Source: an optimization exercise on an open RTL-to-GDS flow (aim: small area and a short achievable clock period). Production flows keep margins and buffers that such runs may drop. No run shown here included a check of the RTL's function; only the layout flow was run. Power is estimated from default activity; no workload was simulated.

### design.v
module cayde_dec5 ( input logic [4:0] idx,
		    output logic [31:1] oh
		  );
	always_comb
		for (int j = 1; j < 32; j++)
			oh[j] = (idx == j);
endmodule
module cayde_legal ( input logic [31:0] instr,
		     output logic legal
		   );
	logic [6:0] opcode, funct7;
	logic [2:0] funct3;
	logic is_op, is_imm, is_lui;
	assign opcode = instr[6:0];
	assign funct3 = instr[14:12];
	assign funct7 = instr[31:25];
	assign is_op  = (opcode == 7'b0110011) &&
	                ((funct7 == 7'b0) || (funct7 == 7'b0100000 && (funct3 == 3'b000 || funct3 == 3'b101)));
	assign is_imm = (opcode == 7'b0010011) &&
	                ((funct3 == 3'b001) ? (funct7 == 7'b0) :
	                 (funct3 == 3'b101) ? (funct7 == 7'b0 || funct7 == 7'b0100000) : 1'b1);
	assign is_lui = (opcode == 7'b0110111);
	assign legal  = is_op | is_imm | is_lui;
endmodule
module cayde_alu ( input logic [2:0] f3,
		   input logic sub,
		   input logic arith,
		   input logic lui,
		   input logic [31:0] imm_u,
		   input logic [31:0] op_a,
		   input logic [31:0] op_b,
		   input logic [4:0] shamt,
		   output logic [31:0] res
		);
	logic inv, left, lt, ltu;
	logic [31:0] bx, p0, g0, sum, a_rev, sh_in, shr, shl;
	logic [31:0] G [0:5];
	logic [31:0] P [0:5];
	logic s_sum, s_shl, s_shr, s_lt, s_ltu, s_xor, s_or, s_and;
	assign inv = (f3 == 3'b000) ? sub : (f3[2:1] == 2'b01);
	assign bx  = op_b ^ {32{inv}};
	assign p0  = op_a ^ bx;
	assign g0  = op_a & bx;
	assign G[0] = {g0[31:1], g0[0] | (p0[0] & inv)};
	assign P[0] = p0;
	genvar l, i;
	generate
		for (l = 0; l < 5; l = l + 1) begin : g_lvl
			for (i = 0; i < 32; i = i + 1) begin : g_bit
				if ((i >> l) & 1) begin : g_node
					localparam integer J = ((i >> l) << l) - 1;
					assign G[l+1][i] = G[l][i] | (P[l][i] & G[l][J]);
					assign P[l+1][i] = P[l][i] & P[l][J];
				end else begin : g_pass
					assign G[l+1][i] = G[l][i];
					assign P[l+1][i] = P[l][i];
				end
			end
		end
	endgenerate
	assign sum = p0 ^ {G[5][30:0], inv};
	assign ltu = ~G[5][31];
	assign lt  = (op_a[31] ^ op_b[31]) ? op_a[31] : sum[31];
	always_comb
		for (int k = 0; k < 32; k++)
			a_rev[k] = op_a[31-k];
	assign left  = ~f3[2];
	assign sh_in = left ? a_rev : op_a;
	assign shr   = $signed({arith & ~left & op_a[31], sh_in}) >>> shamt;
	always_comb
		for (int k = 0; k < 32; k++)
			shl[k] = shr[31-k];
	assign s_sum = ~lui & (f3 == 3'b000);
	assign s_shl = ~lui & (f3 == 3'b001);
	assign s_lt  = ~lui & (f3 == 3'b010);
	assign s_ltu = ~lui & (f3 == 3'b011);
	assign s_xor = ~lui & (f3 == 3'b100);
	assign s_shr = ~lui & (f3 == 3'b101);
	assign s_or  = ~lui & (f3 == 3'b110);
	assign s_and = ~lui & (f3 == 3'b111);
	assign res = ({32{s_sum}} & sum) | ({32{s_shl}} & shl) | ({32{s_shr}} & shr) |
	             ({32{s_xor}} & p0) | ({32{s_or}} & (op_a | op_b)) | ({32{s_and}} & g0) |
	             {31'b0, (s_lt & lt) | (s_ltu & ltu)} | ({32{lui}} & imm_u);
endmodule
module cayde_ao3 ( input logic [2:0] s,
		   input logic [2:0] d,
		   output logic y_n
		 );
	assign y_n = ~|(s & d);
endmodule
module cayde_rdport #( parameter W = 32 )
		    ( input logic [32:1] sel,
		      input logic [32*32-1:32] regs,
		      input logic [31:0] extra,
		      output logic [W-1:0] rdata
		    );
	genvar b, g;
	generate
		for (b = 0; b < W; b = b + 1) begin : g_bit
			logic [33:1] d;
			logic [33:1] s;
			logic [10:0] t_n;
			for (g = 1; g < 32; g = g + 1) begin : g_d
				assign d[g] = regs[32*g + b];
			end
			assign d[32] = extra[b];
			assign d[33] = 1'b0;
			assign s = {1'b0, sel};
			for (g = 0; g < 11; g = g + 1) begin : g_t
				cayde_ao3 t (.s(s[3*g+1 +: 3]), .d(d[3*g+1 +: 3]), .y_n(t_n[g]));
			end
			assign rdata[b] = ~&t_n;
		end
	endgenerate
endmodule
module cayde_wrmux ( input logic en, nen,
		     input logic [31:0] d,
		     input logic [31:0] q,
		     output logic [31:0] nxt
		   );
	assign nxt = ({32{en}} & d) | ({32{nen}} & q);
endmodule
module cayde ( input logic [31:0] instr,
	       input logic [31:0] op_a, op_b,
	       input logic [4:0] shamt,
	       output logic [31:0] result
	     );
	cayde_alu alu (.f3(instr[14:12]), .sub(instr[5] & instr[30]), .arith(instr[30]),
	               .lui(instr[2]), .imm_u({instr[31:12], 12'b0}),
	               .op_a(op_a), .op_b(op_b), .shamt(shamt), .res(result));
endmodule
module cayde_top ( input logic clk, rst,
		   input logic [31:0] imem_rdata,
		   output logic [8:0] imem_addr,
		   output logic [31:0] out
		 );
	logic [8:2] pc;
	logic [32*32-1:32] regs, nxt;
	logic [31:1] sel1, sel2, seld, en, nen;
	logic [31:0] op_a, op_b, imm, wd;
	logic [4:0] shamt;
	logic legal;
	always_ff @(posedge clk)
		if (rst) pc <= 7'b0;
		else pc <= pc + 7'b1;
	assign imem_addr = {pc, 2'b00};
	cayde_dec5 dec_rs1 (.idx(imem_rdata[19:15]), .oh(sel1));
	cayde_dec5 dec_rs2 (.idx(imem_rdata[24:20]), .oh(sel2));
	cayde_dec5 dec_rd  (.idx(imem_rdata[11:7]),  .oh(seld));
	cayde_legal legality (.instr(imem_rdata), .legal(legal));
	assign imm = {{20{imem_rdata[31]}}, imem_rdata[31:20]};
	cayde_rdport rd1 (.sel({1'b0, sel1}), .regs(regs), .extra(32'b0), .rdata(op_a));
	cayde_rdport rd2 (.sel({~imem_rdata[5], sel2 & {31{imem_rdata[5]}}}), .regs(regs), .extra(imm), .rdata(op_b));
	cayde_rdport #(5) rd2s (.sel({~imem_rdata[5], sel2 & {31{imem_rdata[5]}}}), .regs(regs), .extra(imm), .rdata(shamt));
	cayde core (.instr(imem_rdata), .op_a(op_a), .op_b(op_b), .shamt(shamt), .result(out));
	assign wd  = rst ? 32'b0 : out;
	assign en  = {31{rst}} | ({31{legal}} & seld);
	assign nen = ~en;
	genvar i;
	generate
		for (i = 1; i < 32; i = i + 1) begin : g_x
			cayde_wrmux wr (.en(en[i]), .nen(nen[i]), .d(wd), .q(regs[32*i +: 32]), .nxt(nxt[32*i +: 32]));
		end
	endgenerate
	always_ff @(posedge clk)
		regs <= nxt;
endmodule
### config.mk
export PLATFORM = sky130hd
export DESIGN_NAME = cayde_top
export DESIGN_NICKNAME = cayde_top
export VERILOG_FILES = /design/flow/design.v
export SDC_FILE = /design/flow/constraint.sdc
export NUM_CORES = 4
export LEC_CHECK = 0
export CAP_MARGIN = 20
export CORE_MARGIN = 2
export CORE_UTILIZATION = 40
export PLACE_DENSITY = 0.6
export SETUP_SLACK_MARGIN = 5
export SLEW_MARGIN = 20
export SYNTH_HIERARCHICAL = 1
### constraint.sdc
create_clock -name core_clock -period 13.0 [get_ports {clk}]
set_input_delay 2.6000 -clock core_clock [delete_from_list [all_inputs] [get_ports {clk}]]
set_output_delay 2.6000 -clock core_clock [all_outputs]
set_load 0.01 [all_outputs]
### run.sh
#!/bin/bash
# synth_recipe.tcl (not shown) runs the flow's synth.tcl, then flattens the netlist and writes it again
# the make line also repeats each setting of config.mk as NAME=value (left out here)
make -C /OpenROAD-flow-scripts/flow DESIGN_CONFIG=/design/flow/config.mk WORK_HOME=/design/flow/orfs CLKGATE_MAP_FILE= SYNTH_SCRIPT=/design/flow/synth_recipe.tcl finish
==> results of run 1 <==
## synthesized netlist by cell type, types with 12 or more instances
master / count
sky130_fd_sc_hd__mux2_2: 22
sky130_fd_sc_hd__nand4_1: 143
sky130_fd_sc_hd__a21oi_1: 57
sky130_fd_sc_hd__a21o_1: 42
sky130_fd_sc_hd__xnor2_1: 42
sky130_fd_sc_hd__a222oi_1: 771
sky130_fd_sc_hd__buf_2: 22
sky130_fd_sc_hd__nand3_1: 85
sky130_fd_sc_hd__clkbuf_1: 53
sky130_fd_sc_hd__dfxtp_1: 999
sky130_fd_sc_hd__o21ai_0: 58
sky130_fd_sc_hd__nand2b_1: 14
sky130_fd_sc_hd__a22o_2: 62
sky130_fd_sc_hd__and2_1: 36
sky130_fd_sc_hd__a221oi_1: 12
sky130_fd_sc_hd__nor2b_1: 42
sky130_fd_sc_hd__a22o_1: 930
sky130_fd_sc_hd__buf_6: 189
sky130_fd_sc_hd__xor2_1: 13
sky130_fd_sc_hd__mux4_2: 51
sky130_fd_sc_hd__o211ai_1: 12
sky130_fd_sc_hd__o221ai_1: 12
sky130_fd_sc_hd__nand2_1: 82
sky130_fd_sc_hd__ha_1: 35
sky130_fd_sc_hd__nor2_1: 157
sky130_fd_sc_hd__or3_1: 77
sky130_fd_sc_hd__o21ai_1: 16
sky130_fd_sc_hd__mux2i_1: 43
sky130_fd_sc_hd__inv_1: 48
## cell type report
class | count | area, um2
sequential | 999 | 20000
fill | 10531 | 59500
multi-input combinational | 3214 | 28300
timing repair inverter | 1 | 7.51
inverter | 49 | 193
antenna | 8 | 20.0
clock buffer | 147 | 3020
timing repair buffer | 490 | 4610
tap | 1536 | 1920
clock inverter | 44 | 576
## cell families (layout without fill, tap and decap cells)
family          after synthesis  count (layout)
compound gates             2041            2041
flops                       999             999
simple gates                685             733
buf+inv                     325             731
mux                         129             129
xor+xnor                     55              55
fa+ha+maj                    40              40
other cells                   5             224
## per-module statistics from Yosys (local to each module, per instance), a selection
module / cells / area [um2] / copies in the design / flops+latches
cayde_ao3: 1 / 10.0 / 759 / 0
cayde_legal: 13 / 88.8 / 1 / 0
cayde_wrmux: 38 / 350 / 31 / 0
cayde_alu: 749 / 5880 / 1 / 0
cayde_top: 1161 / 20900 / 1 / 999
cayde_dec5: 46 / 218 / 3 / 0
cayde_rdport: 129 / 764 / 2 / 0
## metal layers
metal / global-route usage, % / part of all wire (%) / vias up
li1: - / - / 20001
met1: 50.8 / 35 / 24470
met2: 53.8 / 38 / 5046
met3: 17.0 / 18 / 1016
met4: 27.3 / 8.6 / 20
met5: 1.72 / 0.13 / -
## worst register-to-register path: cells and delay by family (launching register included)
kind | cells | cell delay (ps)
AND/OR/NAND/NOR | 6 | 2420
AO/OA/AOI/OAI | 6 | 2410
buffers and inverters | 2 | 730
adder cells (fa/ha/maj) | 1 | 360
flip-flops | 1 | 330
multiplexers | 1 | 310
XOR/XNOR | 1 | 160
## timing repair
action / in CTS / in global routing
resized for setup: 486 / 67
endpoints found under the hold margin: 0 / 0
setup endpoints to repair: 1024 / 202
cloned: 51 / 1
pin swaps: 239 / 74
setup buffers: 214 / 58
## power by group
| group | internal (mW) | total, mW | switching [mW] |
|---|---|---|---|
| registers | 3.44 | 3.76 | 0.322 |
| logic | 0.914 | 2.21 | 1.30 |
| clock network | 1.84 | 3.20 | 1.36 |
| total | 6.19 | 9.17 | 2.98 |
## how the worst max path moves through the flow
stage,from,to,depth (start not counted)
5_1_grt,imem_rdata[19],out[26],20
3_5_place_dp,imem_rdata[18],out[26],18
2_1_floorplan,imem_rdata[21],out[16],19
6_report,imem_rdata[17],out[26],18
4_1_cts,imem_rdata[23],out[26],20
3_3_place_gp,imem_rdata[18],out[26],18
## sequential cells by signal, summed over array words and instances (netlist names)
signal  flops
pc          7
regs      992
## layout by cell type, fill, tap and decap left out, drive strengths merged, types with 8 or more instances in the layout
master and count:
a211oi 9, a21o 42, a21oi 57, a221oi 13, a222oi 771, a22o 992
a22oi 9, and2 66, buf 458, bufinv 11, clkbuf 149, clkdlybuf4s50 27
clkinv 24, conb 216, dfxtp 999, diode 8, ha 35, inv 53
mux2 35, mux2i 43, mux4 51, nand2 82, nand2b 14, nand3 86
nand3b 9, nand4 143, nor2 171, nor2b 43, nor3 10, o211ai 12
o21ai 74, o221ai 12, or3 82, or3b 9, xnor2 42, xor2 13
## through the flow
stage | area, um2 | hold slack [ps]
2_1_floorplan | 49100 | 460
3_3_place_gp | 50500 | 446
3_5_place_dp | 50500 | 456
4_1_cts | 57700 | 472
5_1_grt | 58600 | 505
6_report | 58600 | 468
==> qor.tcl, run 1 <==
set qor(status) {finished clean}
set qor(hp-class) {flop to flop}
set qor(floorplan.core_area_um2) 118000
set qor(ys.warnings.count) 11
set qor(min_delay_worst_endpoint) {pc[2]}
set qor(unrepaired_setup_endpoints_after_global_routing) {yes}
set qor(fp.dieArea_um2) 122000
set qor(placement_rows) 126
set qor(syn_area_per_cell_um2) 11.1
set qor(routedWlPerCell_um) 39.7
set qor(post_synth_fa_ha_maj_area_fraction_pct) 1.13
set qor(max_cap_violations) 0
set qor(reg2reg_to) {regs[474]}
set qor(drt_iter0_markers) 14809
set qor(slew_viol_final) 0
set qor(grt_pass1_wl_um) 353000
set qor(final_cell_count_no_fill) 6488
set qor(crit_type) {input port to primary output}
set qor(arrival_ps) 8510
set qor(synth_top_cells_by_area) {sky130_fd_sc_hd__dfxtp_1 42%, sky130_fd_sc_hd__a22o_1 17%, sky130_fd_sc_hd__a222oi_1 16%}
set qor(final.setup.tns_ps) 0
set qor(yosys-mux-area-fraction_pct) 4.16
set qor(clock-sinks) 999
set qor(crit_family) {simple AND/OR/NAND/NOR gates}
set qor(gr-total-overflow) 0
set qor(area.growth.synth_to_final_pct) 22.9
set qor(period_share_pct) 85.4
set qor(worst_setup_path_end_kind) {primary output}
set qor(cts.path.max_buffers) 3
set qor(crit_buf_inv) 4
set qor(grt_antenna_before_repair) 16
set qor(final.setup_skew_ps) 31.2
set qor(worst_skew_pair.late_latency_ps) 740
set qor(routed_wl_um) 257000
set qor(cts_bufs_inserted) 104
set qor(place_hpwl_um) 147000
set qor(routed-via-count) 50553
set qor(synthXorXnorAreaFrac_pct) 1.01
set qor(ys_ff_latch) 999
set qor(drt-pass1-iter-count) 14
set qor(clk_pin_slew_ps) 70
set qor(fin_util_pct) 49.6
set qor(postSynth.asyncResetShare_pct) 0
set qor(chipWidth_um) 349
set qor(routed_via_density) 7.79
set qor(crit_path_start_kind) {input port}
set qor(crit_path_max_fanout) 15
set qor(grt_use_total_pct) 39.9
set qor(synth-compound-area-share_pct) 38.4
set qor(finalNetCount) 4933
set qor(pre_cts_ws_ps) 706
set qor(critical_path_required_ps) 10400
set qor(cts_root_buf) {sky130_fd_sc_hd__clkbuf_16}
set qor(ir_drop_mv) 0.122
set qor(timing.hold.worst_path_depth) 1
set qor(setup_viol) 0
set qor(ys_dominant_reg_cell) {sky130_fd_sc_hd__dfxtp_1}
set qor(slew_headroom_pct) 15.8
set qor(worst_hold_startpoint) {pc[2]}
set qor(first_global_vias) 45028
set qor(syn_area_um2) 47700
set qor(report.final.hold_viol_count) 0
set qor(grt_max_degree) 49
set qor(slowest_delay_ps) 790
set qor(static-leakage-power_nw) 22.6
set qor(placement.io_buffers) 72
set qor(tritoncts) {built}
set qor(timing.critical_path.slowest_stage_cell) {sky130_fd_sc_hd__o211ai_1}
set qor(r2r.worst_path.cells) 17
set qor(yosys.cell_types.count) 72
set qor(worst_reg_to_reg_setup_slack_ps) 6190
set qor(placedCellCount) 5962
set qor(post_layout_min_period_ps) 11110
set qor(worst_slack_ps) 1890
set qor(synth_top_family_by_area) {compound AO/OA/AOI/OAI gates}
set qor(drive_gt1_share_pct) 23.6
set qor(max_slew.worst_pin.slew_ps) 1260
set qor(synth_top_cell_by_area) {sky130_fd_sc_hd__dfxtp_1}
set qor(boundaryPins) 75
set qor(p_total_mw) 9.17
set qor(portion_of_synthesized_cell_area_occupied_by_the_leading_cell_type_pct) 41.9
set qor(synth_edf_count) 0
set qor(ant_nets) 0
set qor(initial_core_util_pct) 40.4
set qor(worst_r2r_startpoint) {regs[44]}
set qor(fmaxAchievable_mhz) 90.0
set qor(h-tree-depth) 3
set qor(postCtsHoldBufs) 0
set qor(die_height_um) 349
set qor(syn-instance-count) 4279
set qor(crit_path_cell_trace) {buf_2 -> nand3b_1 -> buf_6 -> nor2_4 -> a222oi_1 -> nand4_1 -> or3_4 -> ha_1 -> and4_4 -> nand3_2 -> or4_4 -> a21oi_4 -> o21a_1 -> o21a_1 -> mux2_4 -> o211ai_1 -> buf_4 -> buf_6}
set qor(routabilityCongestion) 1.05
set qor(synth-simple-area-share_pct) 7.67
set qor(detail_route.drc_violations) 0
set qor(power.density_cell_area_nw_per_um2) 157
set qor(synth_sequential_area_ratio_pct) 41.9
==> run 2, diff against run 1 <==
--- a/config.mk
+++ b/config.mk
@@ -9,4 +9,6 @@
 export CORE_MARGIN = 2
 export CORE_UTILIZATION = 40
+export CTS_BUF_LIST = sky130_fd_sc_hd__clkbuf_8
+export CTS_CLUSTER_SIZE = 20
 export PLACE_DENSITY = 0.6
 export SETUP_SLACK_MARGIN = 5
==> run 2 against run 1 <==
Effect of this change:
- still clean on timing, DRC and antenna
- cell count is 2.0% higher
- critical path depth is 3 higher
- via count is 1.5% higher
- synthesized area stayed put
- highest routed layer unchanged
- setup slack better by 110 ps
- critical endpoint unchanged
- sequential share of layout area hardly changed
- core utilization hardly changed
- fmax is 1.0% higher
- design area hardly changed
- synthesized cell count stayed put
- routed wire length is 0.19% higher
- sequential power hardly changed
==> qor.tcl, run 2 <==
set qor(status) {finished clean}
set qor(postCtsHoldBufs) 0
set qor(area.growth.synth_to_final_pct) 22.8
set qor(crit_family) {simple AND/OR/NAND/NOR gates}
set qor(ys_dominant_reg_cell) {sky130_fd_sc_hd__dfxtp_1}
set qor(ys.warnings.count) 11
set qor(ant_nets) 0
set qor(endpoint) {out[26]}
set qor(report.final.hold_viol_count) 0
set qor(slew_headroom_pct) 15.5
set qor(syn-instance-count) 4279
set qor(worst_skew_pair.late_latency_ps) 920
set qor(grt_max_degree) 49
set qor(drive_gt1_share_pct) 24.7
set qor(finalNetCount) 5010
set qor(drt_iter0_markers) 15952
set qor(post_layout_min_period_ps) 10990
set qor(synth_sequential_area_ratio_pct) 41.9
set qor(syn_area_per_cell_um2) 11.1
set qor(routed_wl_um) 258000
set qor(setup.worst_path.start) {imem_rdata[23]}
set qor(path_common_cell) {sky130_fd_sc_hd__buf_6}
set qor(boundaryPins) 75
set qor(synth_top_cell_by_area) {sky130_fd_sc_hd__dfxtp_1}
set qor(placed_area_um2) 50500
set qor(cts.path.max_buffers) 3
set qor(final.setup_skew_ps) 59.9
set qor(crit_buf_inv) 5
set qor(fp.dieArea_um2) 122000
set qor(final.setup.tns_ps) 0
set qor(post-synth-top-count-cell) {sky130_fd_sc_hd__dfxtp_1}
set qor(ys_ff_latch) 999
set qor(routedWlPerCell_um) 39.0
set qor(routed-via-count) 51331
set qor(gr-usage-met2_pct) 53.8
set qor(max_cap_violations) 0
set qor(slowest_delay_ps) 810
set qor(placement_rows) 126
set qor(synth_top_cells_by_area) {sky130_fd_sc_hd__dfxtp_1 42%, sky130_fd_sc_hd__a22o_1 17%, sky130_fd_sc_hd__a222oi_1 16%}
set qor(grt.busiest_layer) {met2}
set qor(worst_r2r_startpoint) {regs[47]}
set qor(clock-sinks) 999
set qor(slew_viol_final) 0
set qor(crit_path_start_kind) {input port}
set qor(clk_pin_slew_ps) 60
set qor(synth_commonest_cells) {999 x sky130_fd_sc_hd__dfxtp_1, 930 x sky130_fd_sc_hd__a22o_1, 771 x sky130_fd_sc_hd__a222oi_1, 189 x sky130_fd_sc_hd__buf_6, 157 x sky130_fd_sc_hd__nor2_1}
set qor(period_share_pct) 84.6
set qor(arrival_ps) 8390
set qor(globalRouteMet1Util_pct) 51.2
set qor(max_flop_register) {regs}
set qor(hold_ws_ps) 468
set qor(gr-total-overflow) 0
set qor(crit_type) {input port to primary output}
set qor(timing.critical_path.slowest_stage_cell) {sky130_fd_sc_hd__o211ai_1}
set qor(die_height_um) 349
set qor(grt_util_met3_pct) 16.9
set qor(grt_antenna_before_repair) 16
set qor(h-tree-depth) 4
set qor(power.density_cell_area_nw_per_um2) 153
set qor(layout_common_cells) {999 x sky130_fd_sc_hd__dfxtp_1, 930 x sky130_fd_sc_hd__a22o_1, 771 x sky130_fd_sc_hd__a222oi_1}
set qor(worstSetupPathDepth) 21
set qor(largest_register_ff_count) 992
set qor(p_total_mw) 8.95
set qor(layout.cells.most_common) {sky130_fd_sc_hd__dfxtp_1}
set qor(portion_of_synthesized_cell_area_occupied_by_the_leading_cell_type_pct) 41.9
set qor(grt_use_total_pct) 40.1
set qor(synth_edf_count) 0
set qor(r2r.worst_path.cells) 17
set qor(detail_route.drc_violations) 0
set qor(worst_setup_path_end_kind) {primary output}
set qor(drt-pass1-iter-count) 17
set qor(cts_root_buf) {sky130_fd_sc_hd__clkbuf_8}
set qor(setup_viol) 0
set qor(place_hpwl_um) 147000
set qor(worst_reg_to_reg_setup_slack_ps) 6300
set qor(postSynth.asyncResetShare_pct) 0
set qor(grt_pass1_wl_um) 355000
set qor(critical_path_required_ps) 10400
set qor(max_slew.worst_pin.slew_ps) 1270
set qor(hp-class) {flop to flop}
set qor(routabilityCongestion) 1.05
set qor(biggest_registers_after_layout) {regs (992), pc (7)}
set qor(initial_core_util_pct) 40.4
set qor(ir_drop_mv) 0.116
set qor(syn_area_um2) 47700
set qor(static-leakage-power_nw) 22.9
set qor(final_cell_area_um2) 58500
set qor(floorplan.core_area_um2) 118000
set qor(yosys.cell_types.count) 72
set qor(cts_bufs_inserted) 167
set qor(crit_path_cell_trace) {buf_12 -> or2_4 -> buf_6 -> nor2_4 -> and2_4 -> buf_6 -> a222oi_1 -> nand4_1 -> or3_4 -> xnor2_2 -> ha_1 -> and4_4 -> nand3_2 -> or4_4 -> a21oi_4 -> o21a_1 -> o21a_1 -> mux2_4 -> o211ai_1 -> buf_4 -> buf_6}
set qor(placement.io_buffers) 72
set qor(crit_path_max_fanout) 8
set qor(first_global_vias) 45863
set qor(chipWidth_um) 349
set qor(routed_via_density) 7.76
set qor(tritoncts) {built}
set qor(fmaxAchievable_mhz) 91.0
set qor(reg2reg_to) {regs[922]}
set qor(fin_util_pct) 49.6
set qor(unrepaired_setup_endpoints_after_global_routing) {yes}
## run 2: how the worst min path moves through the flow
| stage | to | start | slack, ps | depth (start not counted) |
|---|---|---|---|---|
| detailed placement | pc[2] | pc[2] | 460 | 1 |
| global placement | pc[2] | pc[2] | 450 | 1 |
| finish | pc[2] | pc[2] | 470 | 1 |
| global route | regs[748] | regs[748] | 510 | 1 |
| floorplan | regs[1000] | regs[1000] | 460 | 1 |
| CTS | pc[2] | pc[2] | 470 | 1 |
## run 2: layout make-up
class,instances,area [um2]
multi-input cells,3211,28300
inverters,49,195
clock buffers,211,2900
clock inverters,90,576
repair inverters,1,7.51
diodes,12,30.0
repair buffers,507,4660
fillers,10608,59500
flip-flops and latches,999,20000
well taps,1536,1920
## run 2: kinds of logic after synthesis
logic type	share of synthesized area, %
compound gates	38.4
xor+xnor	1.01
fa+ha+maj	1.13
buf+inv	5.62
flops	41.9
mux	4.16
other cells	0.0394
simple gates	7.67
## run 2: metal layers
layer,part of all wire [%],routed length [um]
met5,0.091,234
met4,9.0,23200
met3,17,44300
met2,38,98400
met1,36,91800
## run 2: timing repair
| item | CTS | global route |
|---|---|---|
| gates cloned | 46 | 3 |
| resized for setup | 441 | 120 |
| endpoints found under the setup margin | 973 | 183 |
| buffers inserted | 212 | 77 |
| pin swaps | 225 | 122 |
## run 2: metrics by stage
step / cells / worst slack (ps)
floorplan: 4490 / 4130
CTS: 6521 / 2680
global route: 6608 / 2270
detailed placement: 5962 / 706
global placement: 5961 / 721
finish: 6616 / 2010
## run 2: Yosys stat by module (local to each module, per instance), a selection
module | times used | cell area (um2) | flops+latches | cells inside
cayde_rdport | 2 | 764 | 0 | 129
cayde_dec5 | 3 | 218 | 0 | 46
cayde_alu | 1 | 5880 | 0 | 749
cayde_legal | 1 | 88.8 | 0 | 13
cayde_top | 1 | 20900 | 999 | 1161
cayde | 1 | 10.0 | 0 | 2
cayde_wrmux | 31 | 350 | 0 | 38
cayde_ao3 | 759 | 10.0 | 0 | 1
## run 2: report_power, final
part | total [mW] | switching, mW | leakage, nW | internal (mW)
logic | 2.24 | 1.30 | 12.7 | 0.932
clock network | 2.96 | 1.39 | 1.99 | 1.57
registers | 3.76 | 0.323 | 8.25 | 3.44

## port drivers added, routing unchanged
The flow's constraints put no driver on any port. The routed layouts listed below were extracted and timed again, unchanged, in two steps.
Step 1 (the two cells are an assumption about what drives the block):
set clk [get_ports {clk}]
set_driving_cell -lib_cell sky130_fd_sc_hd__clkbuf_16 $clk
set_driving_cell -lib_cell sky130_fd_sc_hd__buf_2 [delete_from_list [all_inputs] $clk]
Step 2 also shifts input and output timing later by t, the mid clock arrival at the registers, as if the neighbouring blocks saw the same clock.
Three values: ideal ports, drivers, drivers and shift; two values: the first two.
| run | t, ns | setup slack, ns | hold slack, ns | latest minus earliest clock arrival (ns) | pins driven straight from the clock port |
|---|---|---|---|---|---|
| run 1 | 0.808 | 1.893 / 1.805 / 1.805 | 0.468 / 0.468 / 0.468 | 0.031 / 0.031 | 1 |
| run 2 | 0.973 | 2.008 / 1.892 / 1.892 | 0.468 / 0.468 / 0.468 | 0.060 / 0.060 | 1 |
After both steps every run listed still meets setup and hold. For run 2, which loses most, drivers alone change the setup slack by -0.116 ns; drivers and shift together by -0.116 ns.
